Context: an optimization exercise on an open-source flow, tuned for small area. The choices shown serve that exercise and are no tape-out recipe.
RTL that was checked went through simulation tests only; none was proved equivalent to the original.
Power figures rest on the tool's default switching activity, not on a simulated workload.

==> job 9225 <==
// snn_wrapper
module snn_wrapper(
        input clk,
        input rst,
        input [7:0] i_input_neurons,
        output [3:0] o_output_spike,
        output [29:0] o_hidden_spike
    );
    reg [9:0] tcnt;
    reg       tick_d;
    wire      tick = (tcnt == 10'h3ac);
    always @(posedge clk) begin
        if (rst || tick)
            tcnt <= 10'h001;
        else
            tcnt <= {tcnt[8:0], tcnt[9] ^ tcnt[6]};
        if (rst)
            tick_d <= 1'b0;
        else
            tick_d <= tick;
    end
    reg  [7:0]  in_s;      
    reg  [29:0] hs;        
    reg  [3:0]  os;        
    reg         fresh;     
    always @(posedge clk)
        if (tick) in_s <= i_input_neurons;
    assign o_hidden_spike = hs & {30{tick_d}};
    assign o_output_spike = os & {4{tick_d}};
    wire        wbit;
    wire [1:0]  oj;
    wire [3:0]  oi;
    wire        ou, oud, op, ord, owr, owdone;
    snn_ring #(.N(4), .W(16), .JB(2), .IB(4), .ANY(1), .ARM0(1)) u_oring (
        .clk(clk), .rst(rst), .fresh(fresh), .start(tick_d), .wbit(wbit),
        .j(oj), .i(oi), .u(ou), .ud(oud), .p(op), .rd(ord), .wr(owr),
        .done(), .wdone(owdone)
    );
    wire [4:0]  hj;
    wire [3:0]  hi;
    wire        hu, hud, hp, hrd, hwr, hdone;
    snn_ring #(.N(30), .W(15), .JB(5), .IB(4), .ANY(0), .ARM0(0)) u_hring (
        .clk(clk), .rst(rst), .fresh(fresh), .start(owdone), .wbit(wbit),
        .j(hj), .i(hi), .u(hu), .ud(hud), .p(hp), .rd(hrd), .wr(hwr),
        .done(hdone), .wdone()
    );
    wire        om   = ord || owr;           
    wire [3:0]  i    = om ? oi : hi;
    wire        u    = om ? ou : hu;
    wire        ud   = om ? oud : hud;
    wire        bnd  = om ? (oi == 4'd15) : (hi == 4'd14);
    wire        zi   = om ? (oi == 4'd0) : (hi == 4'd1);    
    wire [30:0] orom;
    wire [8:0]  hrom;
    snn_rom_o u_rom_o (.j(oj), .i(oi), .d(orom));
    snn_rom_h u_rom_h (.j(hj), .i(hi), .d(hrom));
    wire [29:0] og = hs & orom[29:0] & {30{om && !fresh}};
    wire [7:0]  hg = in_s & hrom[7:0] & {8{!om && !fresh}};
    wire [30:0] cb = {om ? orom[30] : hrom[8], og[29:8], og[7:0] | hg};
    reg  [4:0]  creg;      
    reg         breg;      
    reg         yreg;      
    reg  [2:0]  dh;        
    reg         preg;      
    wire [4:0]  cin = (i == 4'd0) ? 5'd0 : creg;
    wire [5:0]  sum;                     
  ...
==> module snn_wrapper, before the edit <==
module snn_wrapper(
        input clk,
        input rst,
        input [7:0] i_input_neurons,
        output [3:0] o_output_spike,
        output [29:0] o_hidden_spike
    );
    reg [9:0] tcnt;
    reg       tick_d;
    wire      tick = (tcnt == 10'h3ac);
    always @(posedge clk) begin
        if (rst || tick)
            tcnt <= 10'h001;
        else
            tcnt <= {tcnt[8:0], tcnt[9] ^ tcnt[6]};
        if (rst)
            tick_d <= 1'b0;
        else
            tick_d <= tick;
    end
    reg  [7:0]  in_s;      
    reg  [29:0] hs;        
    reg  [3:0]  os;        
    reg         fresh;     
    always @(posedge clk)
        if (tick) in_s <= i_input_neurons;
    assign o_hidden_spike = hs & {30{tick_d}};
    assign o_output_spike = os & {4{tick_d}};
    wire        wbit;
    wire [1:0]  oj;
    wire [3:0]  oi;
    wire        ou, oud, op, ord, owr, owdone;
    snn_ring #(.N(4), .W(16), .JB(2), .IB(4), .ANY(1), .ARM0(1)) u_oring (
        .clk(clk), .rst(rst), .fresh(fresh), .start(tick_d), .wbit(wbit),
        .j(oj), .i(oi), .u(ou), .ud(oud), .p(op), .rd(ord), .wr(owr),
        .done(), .wdone(owdone)
    );
    wire [4:0]  hj;
    wire [3:0]  hi;
    wire        hu, hud, hp, hrd, hwr, hdone;
    snn_ring #(.N(30), .W(15), .JB(5), .IB(4), .ANY(0), .ARM0(0)) u_hring (
        .clk(clk), .rst(rst), .fresh(fresh), .start(owdone), .wbit(wbit),
        .j(hj), .i(hi), .u(hu), .ud(hud), .p(hp), .rd(hrd), .wr(hwr),
        .done(hdone), .wdone()
    );
    wire        om   = ord || owr;           
    wire [3:0]  i    = om ? oi : hi;
    wire        u    = om ? ou : hu;
    wire        ud   = om ? oud : hud;
    wire        bnd  = om ? (oi == 4'd15) : (hi == 4'd14);
    wire        zi   = om ? (oi == 4'd0) : (hi == 4'd1);    
    wire [30:0] orom;
    wire [8:0]  hrom;
    snn_rom_o u_rom_o (.j(oj), .i(oi), .d(orom));
    snn_rom_h u_rom_h (.j(hj), .i(hi), .d(hrom));
    wire [29:0] og = hs & orom[29:0] & {30{om && !fresh}};
    wire [7:0]  hg = in_s & hrom[7:0] & {8{!om && !fresh}};
    wire [30:0] cb = {om ? orom[30] : hrom[8], og[29:8], og[7:0] | hg};
    reg  [4:0]  creg;      
    reg         breg;      
    reg         yreg;      
    reg  [2:0]  dh;        
    reg         preg;      
    wire [4:0]  cin = (i == 4'd0) ? 5'd0 : creg;
    wire [5:0]  sum;                     
    snn_csa_o u_sum (.b(cb), .c(cin), .s(sum));
    wire        xb  = sum[0];
    wire [1:0]  ds  = xb + !u + ((i == 4'd0) ? 1'b1 : breg);
    wire [2:0]  dhi = creg[2:0] - ((sum[3:0] + 1'b1) >> 1) + u - 1'b1 + ds[1];
    wire        dd  = (i < 4'd4) ? dh[(i[1:0] == 2'd3) ? 2'd2 : i[1:0]] : ds[0];
    wire [1:0]  ys  = ud + dd + ((i == 4'd4) ? 1'b0 : yreg);
    assign wbit = preg ? zi : ys[0];
    always @(posedge clk) begin
        creg <= sum[5:1];
        breg <= ds[1];
        yreg <= ys[1];
        if (bnd) dh <= dhi;
        if (i == 4'd3) preg <= om ? op : hp;
        if (ord && oi == 4'd3) os[oj] <= op;
        if (hrd && hi == 4'd3) hs <= {hp, hs[29:1]};    
        if (rst)
            fresh <= 1'b1;
        else if (hdone)
            fresh <= 1'b0;
    end
endmodule
==> flow/config.mk <==
export PLATFORM = sky130hd
export DESIGN_NAME = snn_wrapper
export DESIGN_NICKNAME = snn_wrapper
export VERILOG_FILES = /design/flow/design.v
export SDC_FILE = /design/flow/constraint.sdc
export NUM_CORES = 4
export LEC_CHECK = 0
export ABC_AREA = 1
export CAP_MARGIN = 20
export CORE_MARGIN = 2
export CORE_UTILIZATION = 40
export GPL_TIMING_DRIVEN = 0
export PLACE_DENSITY = 0.6
export SETUP_SLACK_MARGIN = 0.3
export SLEW_MARGIN = 20
export SYNTH_MEMORY_MAX_BITS = 16384
==> flow/constraint.sdc <==
create_clock -name core_clock -period 10.0 [get_ports {clk}]
set_input_delay 2.0000 -clock core_clock [delete_from_list [all_inputs] [get_ports {clk}]]
set_output_delay 2.0000 -clock core_clock [all_outputs]
set_load 0.01 [all_outputs]
standard.sh (not shown) runs the stock make flow with config.mk's settings and CLKGATE_MAP_FILE= SYNTH_SCRIPT=/design/flow/synth_recipe.tcl, a recipe that flattens the netlist after the stock synthesis.
==> flow/flow/run.sh <==
#!/bin/bash
# Standard synthesis (standard.sh synth), unchanged; then its combinational
# logic re-mapped for area by flow/reabc.tcl (registers kept instance for
# instance); then the standard layout (standard.sh finish) of that netlist,
# with buf_1 port buffers and a clock tree without dummy loads.
# Each tool's output goes to a log file of its own in this folder.
set -euo pipefail
R=orfs/results/$FLOW_PLATFORM/snn_wrapper/base
bash standard.sh synth > flow_synth.log 2>&1
cp $R/1_2_yosys.v flow_std_synth.v
KEEP="sky130_fd_sc_hd__df* sky130_fd_sc_hd__edf* sky130_fd_sc_hd__sdf* sky130_fd_sc_hd__sedf* sky130_fd_sc_hd__dl*"
YOSYS=$(command -v yosys || echo "$FLOW_HOME/../tools/install/yosys/bin/yosys")
LIB=$FLOW_HOME/platforms/$FLOW_PLATFORM/lib/sky130_fd_sc_hd__tt_025C_1v80.lib \
NETLIST=$R/1_2_yosys.v TOP=$FLOW_TOP KEEP_CELLS="$KEEP" ABC_SCRIPT=flow/area.abc \
ADDER_MAP=$FLOW_HOME/platforms/$FLOW_PLATFORM/cells_adders_hd.v \
  "$YOSYS" -c flow/reabc.tcl > flow_reabc.log 2>&1
rm -f $R/1_synth.odb $R/1_synth.sdc
bash standard.sh \
  "BUFFER_PORTS_ARGS=-buffer_cell sky130_fd_sc_hd__buf_1" \
  "CTS_ARGS=-sink_clustering_enable -repair_clock_nets -dont_use_dummy_load -buf_list sky130_fd_sc_hd__clkbuf_8 -sink_clustering_size 16 -sink_clustering_max_diameter 50" \
  finish > flow_make.log 2>&1
==> flow/flow/area.abc <==
&get -n
&st
&dch -f
&nf -R 1000 -p -F 8 -A 4 -C 32
&put
==> flow/flow/reabc.tcl <==
# Re-map the combinational logic of the standard synthesis netlist for
# area.  Flip-flops (KEEP_CELLS) are kept as they are, instance for
# instance, so the registers keep the standard synthesis's names and cell
# types.  The rest is flattened to gates, its full adders are extracted
# again onto the platform's adder cells (ADDER_MAP), and ABC maps the
# remaining logic with an area-oriented script (ABC_SCRIPT).
set lib $::env(LIB)
set net $::env(NETLIST)
yosys read_liberty -ignore_miss_func $lib
yosys setattr -mod -set blackbox 1 {*}$::env(KEEP_CELLS)
yosys read_verilog $net
yosys hierarchy -top $::env(TOP)
yosys flatten
yosys opt_clean
yosys techmap
yosys opt -fast
yosys extract_fa -fa
yosys techmap -map $::env(ADDER_MAP)
yosys opt -fast
yosys setattr -mod -set blackbox 1 sky130_fd_sc_hd__fa_1
yosys abc -liberty $lib -dont_use sky130_fd_sc_hd__lpflow_* -dont_use sky130_fd_sc_hd__probe* -script $::env(ABC_SCRIPT)
yosys opt_clean -purge
yosys hilomap -singleton -hicell sky130_fd_sc_hd__conb_1 HI -locell sky130_fd_sc_hd__conb_1 LO
yosys splitnets
yosys opt_clean -purge
yosys stat -liberty $lib
yosys write_verilog -noattr -noexpr -nohex -nodec $net
==> inputs of job 6429, as changes to job 9225 <==
--- a/flow/design.v
+++ b/flow/design.v
@@ -166,11 +166,10 @@
         9'd10: d = 9'h09f;
         9'd11: d = 9'h160;
         9'd12: d = 9'h0d5;
         9'd13: d = 9'h015;
         9'd14: d = 9'h015;
-        9'd15: d = 9'h015;
         9'd16: d = 9'h176;
         9'd17: d = 9'h0c9;
         9'd18: d = 9'h01a;
         9'd19: d = 9'h1eb;
         9'd20: d = 9'h0b3;
@@ -182,11 +181,10 @@
         9'd26: d = 9'h03e;
         9'd27: d = 9'h0fd;
         9'd28: d = 9'h1dc;
         9'd29: d = 9'h05d;
         9'd30: d = 9'h05c;
-        9'd31: d = 9'h05c;
         9'd32: d = 9'h0c4;
         9'd33: d = 9'h1d9;
         9'd34: d = 9'h0db;
         9'd35: d = 9'h120;
         9'd36: d = 9'h012;
@@ -198,11 +196,10 @@
         9'd42: d = 9'h1e6;
         9'd43: d = 9'h0e6;
         9'd44: d = 9'h192;
         9'd45: d = 9'h082;
         9'd46: d = 9'h082;
-        9'd47: d = 9'h082;
         9'd48: d = 9'h14e;
         9'd49: d = 9'h06d;
         9'd50: d = 9'h091;
         9'd51: d = 9'h044;
         9'd52: d = 9'h1c4;
@@ -214,11 +211,10 @@
         9'd58: d = 9'h1b5;
         9'd59: d = 9'h1df;
         9'd60: d = 9'h0c0;
         9'd61: d = 9'h0d1;
         9'd62: d = 9'h0c1;
-        9'd63: d = 9'h0c1;
         9'd64: d = 9'h123;
         9'd65: d = 9'h154;
         9'd66: d = 9'h17f;
         9'd67: d = 9'h17b;
         9'd68: d = 9'h187;
@@ -230,11 +226,10 @@
         9'd74: d = 9'h05c;
         9'd75: d = 9'h005;
         9'd76: d = 9'h16f;
         9'd77: d = 9'h036;
         9'd78: d = 9'h026;
-        9'd79: d = 9'h026;
         9'd80: d = 9'h1b7;
         9'd81: d = 9'h0be;
         9'd82: d = 9'h1c1;
         9'd83: d = 9'h1b9;
         9'd84: d = 9'h092;
@@ -246,11 +241,10 @@
         9'd90: d = 9'h12d;
         9'd91: d = 9'h0ef;
         9'd92: d = 9'h063;
         9'd93: d = 9'h016;
         9'd94: d = 9'h006;
-        9'd95: d = 9'h006;
         9'd96: d = 9'h1a0;
         9'd97: d = 9'h1d5;
         9'd98: d = 9'h166;
         9'd99: d = 9'h141;
         9'd100: d = 9'h148;
@@ -262,11 +256,10 @@
         9'd106: d = 9'h1ca;
         9'd107: d = 9'h0cf;
         9'd108: d = 9'h00e;
         9'd109: d = 9'h07a;
         9'd110: d = 9'h00a;
-        9'd111: d = 9'h00a;
         9'd112: d = 9'h12b;
         9'd113: d = 9'h125;
         9'd114: d = 9'h1e4;
         9'd115: d = 9'h1f8;
         9'd116: d = 9'h052;
@@ -278,11 +271,10 @@
         9'd122: d = 9'h159;
         9'd123: d = 9'h142;
         9'd124: d = 9'h0bb;
         9'd125: d = 9'h0c1;
         9'd126: d = 9'h0c1;
-        9'd127: d = 9'h0c1;
         9'd128: d = 9'h026;
         9'd129: d = 9'h0dc;
         9'd130: d = 9'h153;
         9'd131: d = 9'h00a;
         9'd132: d = 9'h159;
@@ -294,11 +286,10 @@
         9'd138: d = 9'h0f7;
         9'd139: d = 9'h1ed;
         9'd140: d = 9'h05b;
         9'd141: d = 9'h0c6;
         9'd142: d = 9'h042;
-        9'd143: d = 9'h042;
         9'd144: d = 9'h0ab;
         9'd145: d = 9'h191;
         9'd146: d = 9'h04f;
         9'd147: d = 9'h17a;
         9'd148: d = 9'h18c;
@@ -310,11 +301,10 @@
         9'd154: d = 9'h16f;
         9'd155: d = 9'h09d;
         9'd156: d = 9'h03d;
         9'd157: d = 9'h0da;
         9'd158: d = 9'h018;
-        9'd159: d = 9'h018;
         9'd160: d = 9'h1cb;
         9'd161: d = 9'h034;
         9'd162: d = 9'h16a;
         9'd163: d = 9'h0cd;
         9'd164: d = 9'h0b9;
@@ -326,11 +316,10 @@
         9'd170: d = 9'h138;
         9'd171: d = 9'h19d;
         9'd172: d = 9'h04f;
         9'd173: d = 9'h081;
         9'd174: d = 9'h001;
-        9'd175: d = 9'h001;
         9'd176: d = 9'h026;
         9'd177: d = 9'h088;
         9'd178: d = 9'h19f;
         9'd179: d = 9'h1a8;
         9'd180: d = 9'h180;
@@ -342,11 +331,10 @@
         9'd186: d = 9'h0a6;
         9'd187: d = 9'h06c;
         9'd188: d = 9'h141;
         9'd189: d = 9'h047;
         9'd190: d = 9'h041;
-        9'd191: d = 9'h041;
         9'd192: d = 9'h18b;
         9'd193: d = 9'h0f8;
         9'd194: d = 9'h0a0;
         9'd195: d = 9'h199;
         9'd196: d = 9'h1e0;
@@ -358,11 +346,10 @@
         9'd202: d = 9'h0bc;
         9'd203: d = 9'h155;
         9'd204: d = 9'h041;
         9'd205: d = 9'h029;
         9'd206: d = 9'h001;
-        9'd207: d = 9'h001;
         9'd208: d = 9'h050;
         9'd209: d = 9'h0a4;
         9'd210: d = 9'h103;
         9'd211: d = 9'h181;
         9'd212: d = 9'h06a;
@@ -374,11 +361,10 @@
         9'd218: d = 9'h14b;
         9'd219: d = 9'h1d0;
         9'd220: d = 9'h036;
         9'd221: d = 9'h030;
         9'd222: d = 9'h030;
-        9'd223: d = 9'h030;
         9'd224: d = 9'h099;
         9'd225: d = 9'h14c;
         9'd226: d = 9'h072;
         9'd227: d = 9'h0f5;
         9'd228: d = 9'h134;
@@ -390,11 +376,10 @@
         9'd234: d = 9'h15f;
         9'd235: d = 9'h1e5;
         9'd236: d = 9'h0b9;
         9'd237: d = 9'h08e;
         9'd238: d = 9'h08c;
-        9'd239: d = 9'h08c;
         9'd240: d = 9'h0e7;
         9'd241: d = 9'h0bd;
         9'd242: d = 9'h0eb;
         9'd243: d = 9'h059;
         9'd244: d = 9'h1b8;
@@ -406,11 +391,10 @@
         9'd250: d = 9'h06e;
         9'd251: d = 9'h17d;
         9'd252: d = 9'h141;
         9'd253: d = 9'h0ef;
         9'd254: d = 9'h061;
-        9'd255: d = 9'h061;
         9'd256: d = 9'h1fc;
         9'd257: d = 9'h082;
         9'd258: d = 9'h0fa;
         9'd259: d = 9'h176;
         9'd260: d = 9'h1f8;
@@ -422,11 +406,10 @@
         9'd266: d = 9'h112;
         9'd267: d = 9'h072;
         9'd268: d = 9'h092;
         9'd269: d = 9'h075;
         9'd270: d = 9'h010;
-        9'd271: d = 9'h010;
         9'd272: d = 9'h1f3;
         9'd273: d = 9'h02e;
         9'd274: d = 9'h1c5;
         9'd275: d = 9'h042;
         9'd276: d = 9'h0e6;
@@ -438,11 +421,10 @@
         9'd282: d = 9'h0e2;
         9'd283: d = 9'h1f8;
         9'd284: d = 9'h0a7;
         9'd285: d = 9'h0f7;
         9'd286: d = 9'h0e7;
-        9'd287: d = 9'h0e7;
         9'd288: d = 9'h1a9;
         9'd289: d = 9'h07a;
         9'd290: d = 9'h1d6;
         9'd291: d = 9'h075;
         9'd292: d = 9'h1da;
@@ -454,11 +436,10 @@
         9'd298: d = 9'h044;
         9'd299: d = 9'h1a0;
         9'd300: d = 9'h0e1;
         9'd301: d = 9'h0ab;
         9'd302: d = 9'h0a1;
-        9'd303: d = 9'h0a1;
         9'd304: d = 9'h020;
         9'd305: d = 9'h0c5;
         9'd306: d = 9'h0af;
         9'd307: d = 9'h082;
         9'd308: d = 9'h18e;
@@ -470,11 +451,10 @@
         9'd314: d = 9'h0bd;
         9'd315: d = 9'h1b1;
         9'd316: d = 9'h06a;
         9'd317: d = 9'h013;
         9'd318: d = 9'h002;
-        9'd319: d = 9'h002;
         9'd320: d = 9'h05d;
         9'd321: d = 9'h1d2;
         9'd322: d = 9'h16f;
         9'd323: d = 9'h05e;
         9'd324: d = 9'h102;
@@ -486,11 +466,10 @@
         9'd330: d = 9'h1f7;
         9'd331: d = 9'h1e8;
         9'd332: d = 9'h133;
         9'd333: d = 9'h011;
         9'd334: d = 9'h011;
-        9'd335: d = 9'h011;
         9'd336: d = 9'h1c7;
         9'd337: d = 9'h1f8;
         9'd338: d = 9'h079;
         9'd339: d = 9'h17e;
         9'd340: d = 9'h039;
@@ -502,11 +481,10 @@
         9'd346: d = 9'h10d;
         9'd347: d = 9'h0ba;
         9'd348: d = 9'h070;
         9'd349: d = 9'h058;
         9'd350: d = 9'h058;
-        9'd351: d = 9'h058;
         9'd352: d = 9'h09c;
         9'd353: d = 9'h02c;
         9'd354: d = 9'h069;
         9'd355: d = 9'h022;
         9'd356: d = 9'h1d5;
@@ -518,11 +496,10 @@
         9'd362: d = 9'h045;
         9'd363: d = 9'h14e;
         9'd364: d = 9'h08e;
         9'd365: d = 9'h0e4;
         9'd366: d = 9'h0c4;
-        9'd367: d = 9'h0c4;
         9'd368: d = 9'h00c;
         9'd369: d = 9'h1ce;
         9'd370: d = 9'h1a0;
         9'd371: d = 9'h024;
         9'd372: d = 9'h1fc;
@@ -534,11 +511,10 @@
         9'd378: d = 9'h15d;
         9'd379: d = 9'h15b;
         9'd380: d = 9'h020;
         9'd381: d = 9'h0ed;
         9'd382: d = 9'h061;
-        9'd383: d = 9'h061;
         9'd384: d = 9'h1c6;
         9'd385: d = 9'h190;
         9'd386: d = 9'h179;
         9'd387: d = 9'h0c2;
         9'd388: d = 9'h03c;
@@ -550,11 +526,10 @@
         9'd394: d = 9'h0a6;
         9'd395: d = 9'h19d;
         9'd396: d = 9'h0fe;
         9'd397: d = 9'h0a4;
         9'd398: d = 9'h0a4;
-        9'd399: d = 9'h0a4;
         9'd400: d = 9'h0fe;
         9'd401: d = 9'h048;
         9'd402: d = 9'h09d;
         9'd403: d = 9'h0cd;
         9'd404: d = 9'h0ab;
@@ -566,11 +541,10 @@
         9'd410: d = 9'h195;
         9'd411: d = 9'h08d;
         9'd412: d = 9'h1f9;
         9'd413: d = 9'h010;
         9'd414: d = 9'h010;
-        9'd415: d = 9'h010;
         9'd416: d = 9'h186;
         9'd417: d = 9'h1c1;
         9'd418: d = 9'h07a;
         9'd419: d = 9'h0c2;
         9'd420: d = 9'h088;
@@ -582,11 +556,10 @@
         9'd426: d = 9'h07d;
         9'd427: d = 9'h19c;
         9'd428: d = 9'h122;
         9'd429: d = 9'h07d;
         9'd430: d = 9'h030;
-        9'd431: d = 9'h030;
         9'd432: d = 9'h059;
         9'd433: d = 9'h0c1;
         9'd434: d = 9'h07f;
         9'd435: d = 9'h0c6;
         9'd436: d = 9'h14b;
@@ -598,11 +571,10 @@
         9'd442: d = 9'h096;
         9'd443: d = 9'h13d;
         9'd444: d = 9'h173;
         9'd445: d = 9'h07c;
         9'd446: d = 9'h074;
-        9'd447: d = 9'h074;
         9'd448: d = 9'h1e9;
         9'd449: d = 9'h033;
         9'd450: d = 9'h010;
         9'd451: d = 9'h0a0;
         9'd452: d = 9'h0cc;
@@ -614,11 +586,10 @@
         9'd458: d = 9'h018;
         9'd459: d = 9'h104;
         9'd460: d = 9'h09f;
         9'd461: d = 9'h0a5;
         9'd462: d = 9'h085;
-        9'd463: d = 9'h085;
         9'd464: d = 9'h1cc;
         9'd465: d = 9'h0cb;
         9'd466: d = 9'h1f3;
         9'd467: d = 9'h14a;
         9'd468: d = 9'h008;
@@ -630,43 +601,10 @@
         9'd474: d = 9'h0cc;
         9'd475: d = 9'h1eb;
         9'd476: d = 9'h053;
         9'd477: d = 9'h0a5;
         9'd478: d = 9'h001;
-        9'd479: d = 9'h001;
-        9'd480: d = 9'h099;
-        9'd481: d = 9'h14c;
-        9'd482: d = 9'h072;
-        9'd483: d = 9'h0f5;
-        9'd484: d = 9'h134;
-        9'd485: d = 9'h1fa;
-        9'd486: d = 9'h188;
-        9'd487: d = 9'h047;
-        9'd488: d = 9'h156;
-        9'd489: d = 9'h1bc;
-        9'd490: d = 9'h15f;
-        9'd491: d = 9'h1e5;
-        9'd492: d = 9'h0b9;
-        9'd493: d = 9'h08e;
-        9'd494: d = 9'h08c;
-        9'd495: d = 9'h08c;
-        9'd496: d = 9'h0e7;
-        9'd497: d = 9'h0bd;
-        9'd498: d = 9'h0eb;
-        9'd499: d = 9'h059;
-        9'd500: d = 9'h1b8;
-        9'd501: d = 9'h16f;
-        9'd502: d = 9'h162;
-        9'd503: d = 9'h08a;
-        9'd504: d = 9'h0ad;
-        9'd505: d = 9'h132;
-        9'd506: d = 9'h06e;
-        9'd507: d = 9'h17d;
-        9'd508: d = 9'h141;
-        9'd509: d = 9'h0ef;
-        9'd510: d = 9'h061;
-        9'd511: d = 9'h061;
         default: d = 9'h0;
         endcase
     end
 endmodule
 module snn_rom_o(
@@ -804,26 +742,26 @@
     wire [7:0]  hg = in_s & hrom[7:0] & {8{!om && !fresh}};
     wire [30:0] cb = {om ? orom[30] : hrom[8], og[29:8], og[7:0] | hg};
     reg  [4:0]  creg;      
     reg         breg;      
     reg         yreg;      
-    reg  [2:0]  dh;        
+    reg  [3:0]  dh;        
     reg         preg;      
     wire [4:0]  cin = (i == 4'd0) ? 5'd0 : creg;
     wire [5:0]  sum;                     
     snn_csa_o u_sum (.b(cb), .c(cin), .s(sum));
     wire        xb  = sum[0];
     wire [1:0]  ds  = xb + !u + ((i == 4'd0) ? 1'b1 : breg);
-    wire [2:0]  dhi = creg[2:0] - ((sum[3:0] + 1'b1) >> 1) + u - 1'b1 + ds[1];
-    wire        dd  = (i < 4'd4) ? dh[(i[1:0] == 2'd3) ? 2'd2 : i[1:0]] : ds[0];
+    wire [6:0]  dhi = {2'b00, creg} - (({1'b0, sum} + 1'b1) >> 1) + u - 1'b1 + ds[1];
+    wire        dd  = (i < 4'd4) ? dh[i[1:0]] : ds[0];
     wire [1:0]  ys  = ud + dd + ((i == 4'd4) ? 1'b0 : yreg);
     assign wbit = preg ? zi : ys[0];
     always @(posedge clk) begin
         creg <= sum[5:1];
         breg <= ds[1];
         yreg <= ys[1];
-        if (bnd) dh <= dhi;
+        if (bnd) dh <= dhi[3:0];
         if (i == 4'd3) preg <= om ? op : hp;
         if (ord && oi == 4'd3) os[oj] <= op;
         if (hrd && hi == 4'd3) hs <= {hp, hs[29:1]};    
         if (rst)
             fresh <= 1'b1;
==> flow/flow/run.sh (replaced) <==
#!/bin/bash
# Standard layout, with a smaller port buffer and a clock tree without dummy loads.
set -euo pipefail
bash standard.sh \
  "BUFFER_PORTS_ARGS=-buffer_cell sky130_fd_sc_hd__buf_1" \
  "CTS_ARGS=-sink_clustering_enable -repair_clock_nets -dont_use_dummy_load -buf_list sky130_fd_sc_hd__clkbuf_4 -sink_clustering_size 12 -sink_clustering_max_diameter 60" \
  finish > flow_make.log 2>&1
Settings changed: GPL_TIMING_DRIVEN 0 to default, SETUP_SLACK_MARGIN 0.3 to default.
removed: flow/flow/area.abc
removed: flow/flow/reabc.tcl
==> inputs of job 6387, as changes to job 9225 <==
--- a/flow/design.v
+++ b/flow/design.v
@@ -804,26 +804,26 @@
     wire [7:0]  hg = in_s & hrom[7:0] & {8{!om && !fresh}};
     wire [30:0] cb = {om ? orom[30] : hrom[8], og[29:8], og[7:0] | hg};
     reg  [4:0]  creg;      
     reg         breg;      
     reg         yreg;      
-    reg  [2:0]  dh;        
+    reg  [3:0]  dh;        
     reg         preg;      
     wire [4:0]  cin = (i == 4'd0) ? 5'd0 : creg;
     wire [5:0]  sum;                     
     snn_csa_o u_sum (.b(cb), .c(cin), .s(sum));
     wire        xb  = sum[0];
     wire [1:0]  ds  = xb + !u + ((i == 4'd0) ? 1'b1 : breg);
-    wire [2:0]  dhi = creg[2:0] - ((sum[3:0] + 1'b1) >> 1) + u - 1'b1 + ds[1];
-    wire        dd  = (i < 4'd4) ? dh[(i[1:0] == 2'd3) ? 2'd2 : i[1:0]] : ds[0];
+    wire [6:0]  dhi = {2'b00, creg} - (({1'b0, sum} + 1'b1) >> 1) + u - 1'b1 + ds[1];
+    wire        dd  = (i < 4'd4) ? dh[i[1:0]] : ds[0];
     wire [1:0]  ys  = ud + dd + ((i == 4'd4) ? 1'b0 : yreg);
     assign wbit = preg ? zi : ys[0];
     always @(posedge clk) begin
         creg <= sum[5:1];
         breg <= ds[1];
         yreg <= ys[1];
-        if (bnd) dh <= dhi;
+        if (bnd) dh <= dhi[3:0];
         if (i == 4'd3) preg <= om ? op : hp;
         if (ord && oi == 4'd3) os[oj] <= op;
         if (hrd && hi == 4'd3) hs <= {hp, hs[29:1]};    
         if (rst)
             fresh <= 1'b1;
==> flow/flow/run.sh (replaced) <==
#!/bin/bash
# Standard layout, with a smaller port buffer and a clock tree without dummy loads.
set -euo pipefail
bash standard.sh \
  "BUFFER_PORTS_ARGS=-buffer_cell sky130_fd_sc_hd__buf_1" \
  "CTS_ARGS=-sink_clustering_enable -repair_clock_nets -dont_use_dummy_load -buf_list sky130_fd_sc_hd__clkbuf_8 -sink_clustering_size 20 -sink_clustering_max_diameter 60" \
  finish > flow_make.log 2>&1
Settings changed: ABC_AREA 1 to default, GPL_TIMING_DRIVEN 0 to default, SETUP_SLACK_MARGIN 0.3 to default.
removed: flow/flow/area.abc
removed: flow/flow/reabc.tcl
==> comparison <==
Between job 6429 and job 9225, the lower clock power is in job 6429 (gap about 20%, measured against job 9225). Final cell count: job 9225 < job 6387 < job 6429. Setup slack, lowest first: job 9225, job 6387, job 6429. In job 6387 the final area is larger than in job 9225, by about 16%. Job 6429 passed the timing, design-rule and antenna checks. Job 6387 completed with no timing, DRC or antenna violations. Job 9225 produced a clean layout. Clock skew: job 6429 is higher than job 9225 (0.16 ns). Utilization: job 6387 is lower than job 9225 (1.5 points). Count of clock-buffer cells in the layout: job 6429 is higher than job 6387 (19). First-iteration DRC count, highest first: job 6387, job 6429, job 9225. Synthesized area, highest first: job 6387, job 6429, job 9225.
The RTL of job 6429 was laid out without a check of its function.

[static timing again, ports no longer ideal]
How much do the figures lean on ideal ports? The routed layouts below were timed once more, with nothing changed but the port constraints.
Step 1 (the two cells are an assumption about what drives the block):
set clk [get_ports {clk}]
set_driving_cell -lib_cell sky130_fd_sc_hd__clkbuf_16 $clk
set_driving_cell -lib_cell sky130_fd_sc_hd__buf_2 [delete_from_list [all_inputs] $clk]
Step 2 moves the port delays by t, midway between the first and last clock arrival at a register: inputs arrive t later, outputs are due t later. That takes back most of the time a late clock gives input paths.
Slacks: ideal ports / drivers / drivers and shift; pairs: ideal ports / drivers.
run | t, ns | slack for setup (ns) | clock arrival spread, ns
job 9225 | 0.655 | 0.497 / 0.497 / 0.497 | 0.058 / 0.058
job 6429 | 0.786 | 0.744 / 0.744 / 0.744 | 0.248 / 0.248
job 6387 | 0.647 | 0.546 / 0.546 / 0.546 | 0.083 / 0.083
After both steps every run listed still meets setup and hold.
